This is an optimization exercise on Yosys and OpenROAD, whose aim is small area, a short achievable clock period and few clock cycles per item, not a production implementation. Function was checked by simulation only, so behaviour that the tests miss may differ from the original. Power figures rest on the tool's default switching activity, not on a simulated workload.

==> try-tundra <==
Design sd_scoreboard_top, start of the top module:
module sd_scoreboard_top
  (input         clk,
   input         reset,
   input         c_srdy,
   output reg    c_drdy,
   input         c_req_type,  
   input  [3:0]  c_txid,
   input  [31:0] c_mask,
   input  [31:0] c_data,
   input  [5:0]  c_itemid,
   output reg    p_srdy,
   input         p_drdy,
   output reg [3:0]  p_txid,
   output reg [31:0] p_data
   );
  reg        q_v;
  reg        q_wr;
  reg [3:0]  q_txid;
  reg [31:0] q_mask;
  reg [31:0] q_data;
  reg [5:0]  q_item;
  reg [63:0] q_sel;
  reg        q_fwd;    
  wire       take = c_srdy & c_drdy;
  wire       q_wv = q_v & q_wr;
  wire       stall;    
  always @(posedge clk) begin
    if (reset)      q_v <= 1'b0;
    else if (!stall) q_v <= take;
    if (!stall) begin
      q_wr   <= c_req_type;
      q_txid <= c_txid;
      q_item <= c_itemid;
    end
    q_sel  <= 64'd1 << (stall ? q_item : c_itemid);
    q_mask <= c_mask;
    q_data <= c_data;
    q_fwd  <= q_wv & (c_itemid == q_item);
  end
  reg [31:0] mem [0:63];
  reg [63:0] w_sel;     
  reg [63:0] w_hold;    
  reg [31:0] w_data;
  integer i;
  reg [31:0] rd_raw;
  always @* begin
    rd_raw = 32'd0;
    for (i = 0; i < 64; i = i + 1)
      rd_raw = rd_raw | (mem[i] & {32{q_sel[i]}});
  end
  wire [31:0] old    = q_fwd ? w_data : rd_raw;
  wire [31:0] merged = (old & ~q_mask) | (q_data & q_mask);
  reg        w_v;
  reg [5:0]  w_item;
  always @(posedge clk) begin
    w_v    <= q_wv & ~reset;
    w_item <= q_item;
    w_hold <= ~(q_sel & {64{q_wv & ~reset}});
    w_data <= merged;
  end
  always @*
    for (i = 0; i < 64; i = i + 1)
      w_sel[i] = w_v & (w_item == i);
  always @(posedge clk)
    for (i = 0; i < 64; i = i + 1)
      mem[i] <= (w_data & {32{w_sel[i]}}) | (mem[i] & {32{w_hold[i]}});
  wire        pop  = p_srdy & p_drdy;
  ...
==> module sd_scoreboard_top, before the edit <==
module sd_scoreboard_top
  (input         clk,
   input         reset,
   input         c_srdy,
   output reg    c_drdy,
   input         c_req_type,  
   input  [3:0]  c_txid,
   input  [31:0] c_mask,
   input  [31:0] c_data,
   input  [5:0]  c_itemid,
   output reg    p_srdy,
   input         p_drdy,
   output reg [3:0]  p_txid,
   output reg [31:0] p_data
   );
  reg        q_v;
  reg        q_wr;
  reg [3:0]  q_txid;
  reg [31:0] q_mask;
  reg [31:0] q_data;
  reg [5:0]  q_item;
  reg [63:0] q_sel;
  reg        q_fwd;    
  wire       take = c_srdy & c_drdy;
  wire       q_wv = q_v & q_wr;
  wire       stall;    
  always @(posedge clk) begin
    if (reset)      q_v <= 1'b0;
    else if (!stall) q_v <= take;
    if (!stall) begin
      q_wr   <= c_req_type;
      q_txid <= c_txid;
      q_item <= c_itemid;
    end
    q_sel  <= 64'd1 << (stall ? q_item : c_itemid);
    q_mask <= c_mask;
    q_data <= c_data;
    q_fwd  <= q_wv & (c_itemid == q_item);
  end
  reg [31:0] mem [0:63];
  reg [63:0] w_sel;     
  reg [63:0] w_hold;    
  reg [31:0] w_data;
  integer i;
  reg [31:0] rd_raw;
  always @* begin
    rd_raw = 32'd0;
    for (i = 0; i < 64; i = i + 1)
      rd_raw = rd_raw | (mem[i] & {32{q_sel[i]}});
  end
  wire [31:0] old    = q_fwd ? w_data : rd_raw;
  wire [31:0] merged = (old & ~q_mask) | (q_data & q_mask);
  reg        w_v;
  reg [5:0]  w_item;
  always @(posedge clk) begin
    w_v    <= q_wv & ~reset;
    w_item <= q_item;
    w_hold <= ~(q_sel & {64{q_wv & ~reset}});
    w_data <= merged;
  end
  always @*
    for (i = 0; i < 64; i = i + 1)
      w_sel[i] = w_v & (w_item == i);
  always @(posedge clk)
    for (i = 0; i < 64; i = i + 1)
      mem[i] <= (w_data & {32{w_sel[i]}}) | (mem[i] & {32{w_hold[i]}});
  wire        pop  = p_srdy & p_drdy;
  wire        full = p_srdy & v1 & ~pop;
  assign      stall = q_v & ~q_wr & full;
  wire        push = q_v & ~q_wr & ~full;
  wire [35:0] nw   = {q_txid, old};
  reg         v1;
  reg  [35:0] e1;
  wire        p_keep = p_srdy & ~pop;
  wire        p_e1   = ~p_keep & v1;
  wire        p_nw   = ~p_keep & ~v1;
  wire        e_keep = v1 & ~pop;
  always @(posedge clk) begin
    {p_txid, p_data} <= ({36{p_keep}} & {p_txid, p_data}) |
                        ({36{p_e1}} & e1) | ({36{p_nw}} & nw);
    e1 <= ({36{e_keep}} & e1) | ({36{~e_keep}} & nw);
  end
  wire       p_n  = v1 | push | (p_srdy & ~pop);
  wire       v1_n = (v1 & (~pop | push)) | (p_srdy & ~v1 & ~pop & push);
  wire       rd_n = stall | (take & ~c_req_type);
  always @(posedge clk) begin
    if (reset) begin
      p_srdy <= 1'b0;
      v1     <= 1'b0;
      c_drdy <= 1'b1;
    end else begin
      p_srdy <= p_n;
      v1     <= v1_n;
      c_drdy <= ~(rd_n & v1_n);
    end
  end
endmodule
Settings: LEC_CHECK=0, CAP_MARGIN=20, CORE_MARGIN=2, CORE_UTILIZATION=40, CTS_CLUSTER_DIAMETER=50, CTS_CLUSTER_SIZE=20, SETUP_SLACK_MARGIN=2.2, SLEW_MARGIN=20; clock period 5.0 ns.
run.sh (not shown) runs the stock make flow with config.mk's settings and CLKGATE_MAP_FILE= SYNTH_SCRIPT=/design/flow/synth_recipe.tcl, a recipe that flattens the netlist after the stock synthesis.
==> try-pepper: changes against try-tundra <==
==> flow/design.v (replaced) <==
module sd_scoreboard_top
  (input         clk,
   input         reset,
   input         c_srdy,
   output reg    c_drdy,
   input         c_req_type,  
   input  [3:0]  c_txid,
   input  [31:0] c_mask,
   input  [31:0] c_data,
   input  [5:0]  c_itemid,
   output reg    p_srdy,
   input         p_drdy,
   output reg [3:0]  p_txid,
   output reg [31:0] p_data
   );
  integer i;
  reg        q_v;
  reg        q_wr;
  reg [3:0]  q_txid;
  reg [31:0] q_mask;
  reg [31:0] q_data;
  reg [5:0]  q_item;
  reg [63:0] q_sel;
  reg        q_fwd;    
  wire       take = c_srdy & c_drdy;
  wire       q_wv = q_v & q_wr;
  wire       q_rd = q_v & ~q_wr;
  wire       stall;    
  always @(posedge clk) begin
    if (reset)       q_v <= 1'b0;
    else if (!stall) q_v <= take;
    if (!stall) begin
      q_wr   <= c_req_type;
      q_txid <= c_txid;
      q_item <= c_itemid;
    end
    q_sel  <= 64'd1 << (stall ? q_item : c_itemid);
    q_mask <= c_mask;
    q_data <= c_data;
    q_fwd  <= q_wv & (c_itemid == q_item);
  end
  reg [31:0] mem [0:63];
  reg        w_v;       
  reg [5:0]  w_item;
  reg [63:0] w_hold;    
  reg [63:0] w_sel;
  reg [31:0] w_data;
  reg        r_v;       
  reg [3:0]  r_txid;
  always @*
    for (i = 0; i < 64; i = i + 1)
      w_sel[i] = w_v & (w_item == i);
  always @(posedge clk)
    for (i = 0; i < 64; i = i + 1)
      mem[i] <= (w_data & {32{w_sel[i]}}) | (mem[i] & {32{w_hold[i]}});
  wire [31:0] l1 [0:31];
  wire [31:0] l2 [0:7];
  wire [31:0] l3 [0:3];
  wire [31:0] rd_raw;
  genvar g;
  generate
    for (g = 0; g < 32; g = g + 1) begin : lv1
      sb_aoi22 u (.s0(q_sel[2*g]), .s1(q_sel[2*g+1]),
                  .m0(mem[2*g]), .m1(mem[2*g+1]), .y(l1[g]));
    end
    for (g = 0; g < 8; g = g + 1) begin : lv2
      sb_nand4 u (.a(l1[4*g]), .b(l1[4*g+1]), .c(l1[4*g+2]), .d(l1[4*g+3]),
                  .y(l2[g]));
    end
    for (g = 0; g < 4; g = g + 1) begin : lv3
      sb_nor2 u (.a(l2[2*g]), .b(l2[2*g+1]), .y(l3[g]));
    end
  endgenerate
  sb_nand4 lv4 (.a(l3[0]), .b(l3[1]), .c(l3[2]), .d(l3[3]), .y(rd_raw));
  wire [31:0] merged;
  sb_merge mrg (.fwd(q_fwd), .wd(w_data), .rd(rd_raw), .wr(q_wr),
                .mask(q_mask), .data(q_data), .merged(merged));
  always @(posedge clk) begin
    w_v    <= q_wv & ~reset;
    w_item <= q_item;
    w_hold <= ~(q_sel & {64{q_wv & ~reset}});
    w_data <= merged;
    r_v    <= q_rd & ~stall & ~reset;
    r_txid <= q_txid;
  end
  wire        pop = p_srdy & p_drdy;
  wire [35:0] nw  = {r_txid, w_data};
  reg         v1, v2;
  reg  [35:0] e1, e2;
  always @(posedge clk) begin
    if ((p_srdy & ~pop) == 1'b0)
      {p_txid, p_data} <= v1 ? e1 : nw;
    if ((v1 & ~pop) == 1'b0)
      e1 <= v2 ? e2 : nw;
    if ((v2 & ~pop) == 1'b0)
      e2 <= nw;
  end
  wire       up    = r_v & ~pop;
  wire       dn    = ~r_v & pop;
  wire       ge1_n = (p_srdy & (v1 | ~dn)) | up;
  wire       ge2_n = (v1 & (v2 | ~dn)) | (p_srdy & up);
  wire       ge3_n = (v2 & ~dn) | (v1 & up);
  wire       r_n   = q_rd & ~stall;
  wire       rd_n  = stall | (take & ~c_req_type);
  wire       hold_n = rd_n & (ge3_n | (r_n & ge2_n));
  reg        q_hold;     
  assign     stall = q_hold;
  always @(posedge clk) begin
    if (reset) begin
      p_srdy <= 1'b0;
      v1     <= 1'b0;
      v2     <= 1'b0;
      c_drdy <= 1'b1;
      q_hold <= 1'b0;
    end else begin
      p_srdy <= ge1_n;
      v1     <= ge2_n;
      v2     <= ge3_n;
      c_drdy <= ~hold_n;
      q_hold <= hold_n;
    end
  end
endmodule
module sb_aoi22
  (input         s0, s1,
   input  [31:0] m0, m1,
   output [31:0] y);
  assign y = ~((m0 & {32{s0}}) | (m1 & {32{s1}}));
endmodule
module sb_nand4
  (input  [31:0] a, b, c, d,
   output [31:0] y);
  assign y = ~(a & b & c & d);
endmodule
module sb_nor2
  (input  [31:0] a, b,
   output [31:0] y);
  assign y = ~(a | b);
endmodule
module sb_merge
  (input         fwd, wr,
   input  [31:0] wd, rd, mask, data,
   output [31:0] merged);
  wire [31:0] keep, early;
  sb_mprep prep (.fwd(fwd), .wr(wr), .wd(wd), .mask(mask), .data(data),
                 .keep(keep), .early(early));
  sb_ao21  ao   (.a(rd), .b(keep), .c(early), .y(merged));
endmodule
module sb_mprep
  (input         fwd, wr,
   input  [31:0] wd, mask, data,
   output [31:0] keep, early);
  wire [31:0] m = mask & {32{wr}};
  assign keep  = ~m & {32{~fwd}};
  assign early = (data & m) | (wd & ~m & {32{fwd}});
endmodule
module sb_ao21
  (input  [31:0] a, b, c,
   output [31:0] y);
  assign y = (a & b) | c;
endmodule
--- a/flow/config.mk
+++ b/flow/config.mk
@@ -12,3 +12,4 @@
 export CTS_CLUSTER_SIZE = 20
-export SETUP_SLACK_MARGIN = 2.2
+export SETUP_SLACK_MARGIN = 2.55
 export SLEW_MARGIN = 20
+export SYNTH_HIERARCHICAL = 1
==> try-delta: changes against try-tundra <==
==> flow/design.v (replaced) <==
module sd_scoreboard_top
  (input         clk,
   input         reset,
   input         c_srdy,
   output reg    c_drdy,
   input         c_req_type,  
   input  [3:0]  c_txid,
   input  [31:0] c_mask,
   input  [31:0] c_data,
   input  [5:0]  c_itemid,
   output reg    p_srdy,
   input         p_drdy,
   output reg [3:0]  p_txid,
   output reg [31:0] p_data
   );
  integer i;
  reg        q_v;
  reg        q_wr;
  reg [3:0]  q_txid;
  reg [31:0] q_mask;
  reg [31:0] q_data;
  reg [5:0]  q_item;
  reg [63:0] q_sel;
  reg        q_fwd;    
  wire       take = c_srdy & c_drdy;
  wire       q_wv = q_v & q_wr;
  wire       q_rd = q_v & ~q_wr;
  wire       stall;    
  always @(posedge clk) begin
    if (reset)       q_v <= 1'b0;
    else if (!stall) q_v <= take;
    if (!stall) begin
      q_wr   <= c_req_type;
      q_txid <= c_txid;
      q_item <= c_itemid;
    end
    q_sel  <= 64'd1 << (stall ? q_item : c_itemid);
    q_mask <= c_mask;
    q_data <= c_data;
    q_fwd  <= q_wv & (c_itemid == q_item);
  end
  reg [31:0] mem [0:63];
  reg        w_v;       
  reg [5:0]  w_item;
  reg [63:0] w_hold;    
  reg [63:0] w_sel;
  reg [31:0] w_data;
  reg        r_v;       
  reg [3:0]  r_txid;
  always @*
    for (i = 0; i < 64; i = i + 1)
      w_sel[i] = w_v & (w_item == i);
  always @(posedge clk)
    for (i = 0; i < 64; i = i + 1)
      mem[i] <= (w_data & {32{w_sel[i]}}) | (mem[i] & {32{w_hold[i]}});
  wire [31:0] l1 [0:31];
  wire [31:0] l2 [0:7];
  wire [31:0] l3 [0:3];
  wire [31:0] rd_raw;
  genvar g;
  generate
    for (g = 0; g < 32; g = g + 1) begin : lv1
      sb_aoi22 u (.s0(q_sel[2*g]), .s1(q_sel[2*g+1]),
                  .m0(mem[2*g]), .m1(mem[2*g+1]), .y(l1[g]));
    end
    for (g = 0; g < 8; g = g + 1) begin : lv2
      sb_nand4 u (.a(l1[4*g]), .b(l1[4*g+1]), .c(l1[4*g+2]), .d(l1[4*g+3]),
                  .y(l2[g]));
    end
    for (g = 0; g < 4; g = g + 1) begin : lv3
      sb_nor2 u (.a(l2[2*g]), .b(l2[2*g+1]), .y(l3[g]));
    end
  endgenerate
  sb_nand4 lv4 (.a(l3[0]), .b(l3[1]), .c(l3[2]), .d(l3[3]), .y(rd_raw));
  wire [31:0] merged;
  sb_merge mrg (.fwd(q_fwd), .wd(w_data), .rd(rd_raw), .wr(q_wr),
                .mask(q_mask), .data(q_data), .merged(merged));
  always @(posedge clk) begin
    w_v    <= q_wv & ~reset;
    w_item <= q_item;
    w_hold <= ~(q_sel & {64{q_wv & ~reset}});
    w_data <= merged;
    r_v    <= q_rd & ~stall & ~reset;
    r_txid <= q_txid;
  end
  wire        pop = p_srdy & p_drdy;
  wire [35:0] nw  = {r_txid, w_data};
  reg         v1, v2;
  reg  [35:0] e1, e2;
  always @(posedge clk) begin
    if ((p_srdy & ~pop) == 1'b0)
      {p_txid, p_data} <= v1 ? e1 : nw;
    if ((v1 & ~pop) == 1'b0)
      e1 <= v2 ? e2 : nw;
    if ((v2 & ~pop) == 1'b0)
      e2 <= nw;
  end
  wire       up    = r_v & ~pop;
  wire       dn    = ~r_v & pop;
  wire       ge1_n = (p_srdy & (v1 | ~dn)) | up;
  wire       ge2_n = (v1 & (v2 | ~dn)) | (p_srdy & up);
  wire       ge3_n = (v2 & ~dn) | (v1 & up);
  wire       r_n   = q_rd & ~stall;
  wire       rd_n  = stall | (take & ~c_req_type);
  wire       hold_n = rd_n & (ge3_n | (r_n & ge2_n));
  reg        q_hold;     
  assign     stall = q_hold;
  always @(posedge clk) begin
    if (reset) begin
      p_srdy <= 1'b0;
      v1     <= 1'b0;
      v2     <= 1'b0;
      c_drdy <= 1'b1;
      q_hold <= 1'b0;
    end else begin
      p_srdy <= ge1_n;
      v1     <= ge2_n;
      v2     <= ge3_n;
      c_drdy <= ~hold_n;
      q_hold <= hold_n;
    end
  end
endmodule
module sb_aoi22
  (input         s0, s1,
   input  [31:0] m0, m1,
   output [31:0] y);
  assign y = ~((m0 & {32{s0}}) | (m1 & {32{s1}}));
endmodule
module sb_nand4
  (input  [31:0] a, b, c, d,
   output [31:0] y);
  assign y = ~(a & b & c & d);
endmodule
module sb_nor2
  (input  [31:0] a, b,
   output [31:0] y);
  assign y = ~(a | b);
endmodule
module sb_merge
  (input         fwd, wr,
   input  [31:0] wd, rd, mask, data,
   output [31:0] merged);
  wire [31:0] keep, early;
  sb_mprep prep (.fwd(fwd), .wr(wr), .wd(wd), .mask(mask), .data(data),
                 .keep(keep), .early(early));
  sb_ao21  ao   (.a(rd), .b(keep), .c(early), .y(merged));
endmodule
module sb_mprep
  (input         fwd, wr,
   input  [31:0] wd, mask, data,
   output [31:0] keep, early);
  wire [31:0] m = mask & {32{wr}};
  assign keep  = ~m & {32{~fwd}};
  assign early = (data & m) | (wd & ~m & {32{fwd}});
endmodule
module sb_ao21
  (input  [31:0] a, b, c,
   output [31:0] y);
  assign y = (a & b) | c;
endmodule
--- a/flow/config.mk
+++ b/flow/config.mk
@@ -12,3 +12,4 @@
 export CTS_CLUSTER_SIZE = 20
-export SETUP_SLACK_MARGIN = 2.2
+export SETUP_SLACK_MARGIN = 2.75
 export SLEW_MARGIN = 20
+export SYNTH_HIERARCHICAL = 1
==> results by group <==
Layout
  – Multi-input gate share of total cell area: 34.5%
  – Most frequent cells in the layout: 2668 x nand2_1, 2172 x dfxtp_1, 1894 x o21ai_0, 1015 x a22oi_1, 288 x nand4_1
  – FF+latch count: 2410
  – P&R area growth vs syn: 12.2%
  – Fraction of area in registers: 51.0%

Global route
  – Total track usage: 31.9%

Route
  – Router iterations before antenna repair: 7
  – Vias per cell: 6.21

Yosys
  – Syn_area_per_cell: 8.87 um2

Run status
  – Outcome: timing/DRC/antenna clean

Timing
  – Hold_ws: 0.350 ns

Worst hold path
  – Worst hold start: q_txid[1]$_DFFE_PN_
[end of results for try-pepper]
==> results by group <==
Global route
  – Total track usage: 39.6%

Timing
  – Hold_ws: 0.436 ns

Layout
  – P&R area growth vs syn: 13.0%
  – FF+latch count: 2367
  – Multi-input gate share of total cell area: 34.0%
  – Fraction of area in registers: 51.5%
  – Most frequent cells in the layout: 2276 x a22o_1, 2166 x dfxtp_1, 500 x a22oi_1, 306 x buf_4, 220 x a221oi_1

Power
  – Seq pwr: 0.0195 W

Route
  – Vias per cell: 7.72

Run status
  – Outcome: timing/DRC/antenna clean

Yosys
  – Syn_area_per_cell: 11.6 um2
  – Compound-gate portion of the synthesized area: 32.7%
[end of results for try-tundra]
==> results by group <==
Run status
  – Outcome: timing/DRC/antenna clean

Timing
  – Hold_ws: 0.343 ns

Layout
  – Multi-input gate share of total cell area: 34.4%
  – Most frequent cells in the layout: 2665 x nand2_1, 2175 x dfxtp_1, 1894 x o21ai_0, 975 x a22oi_1, 288 x nand4_1

Yosys
  – Syn_area_per_cell: 8.87 um2

Global route
  – Total track usage: 32.5%

Worst hold path
  – Worst hold start: q_txid[2]$_DFFE_PN_

Route
  – Vias per cell: 6.28
[end of results for try-delta]
Testbench counts of try-tundra, summed over its fixed seeds: cycles 12,016, requests 12,000.
Testbench counts of try-pepper, summed over its fixed seeds: cycles 12,024, requests 12,000.
Testbench counts of try-delta, summed over its fixed seeds: cycles 12,024, requests 12,000.

==> static timing again, ports no longer ideal <==
No port has a modelled driver above. Below, the same layouts with a new extraction and two added sets of constraints.
Step 1, drivers: a clkbuf_16 drives clk and a buf_2 each remaining input, both assumed.
Step 2 also shifts input and output timing later by t, the mid clock arrival at the registers, as if the neighbouring blocks saw the same clock.
a / b / c = no drivers / after step 1 / after step 2; a / b = the first two.
run	t, ns	setup WS [ns]	worst hold slack (ns)	clock arrival spread, ns	worst slew at a driven data input, ns
try-tundra	0.968	2.019 / 2.019 / 1.431	0.436 / 0.436 / 0.436	0.055 / 0.055	0.10
try-pepper	0.967	2.408 / 2.408 / 1.674	0.350 / 0.350 / 0.350	0.069 / 0.068	0.17
try-delta	0.969	2.498 / 2.425 / 1.927	0.343 / 0.343 / 0.343	0.083 / 0.083	0.18
After both steps setup and hold are still met in every run listed. For try-pepper, which loses most, drivers alone change the setup slack by 0.000 ns; drivers and shift together by -0.734 ns.
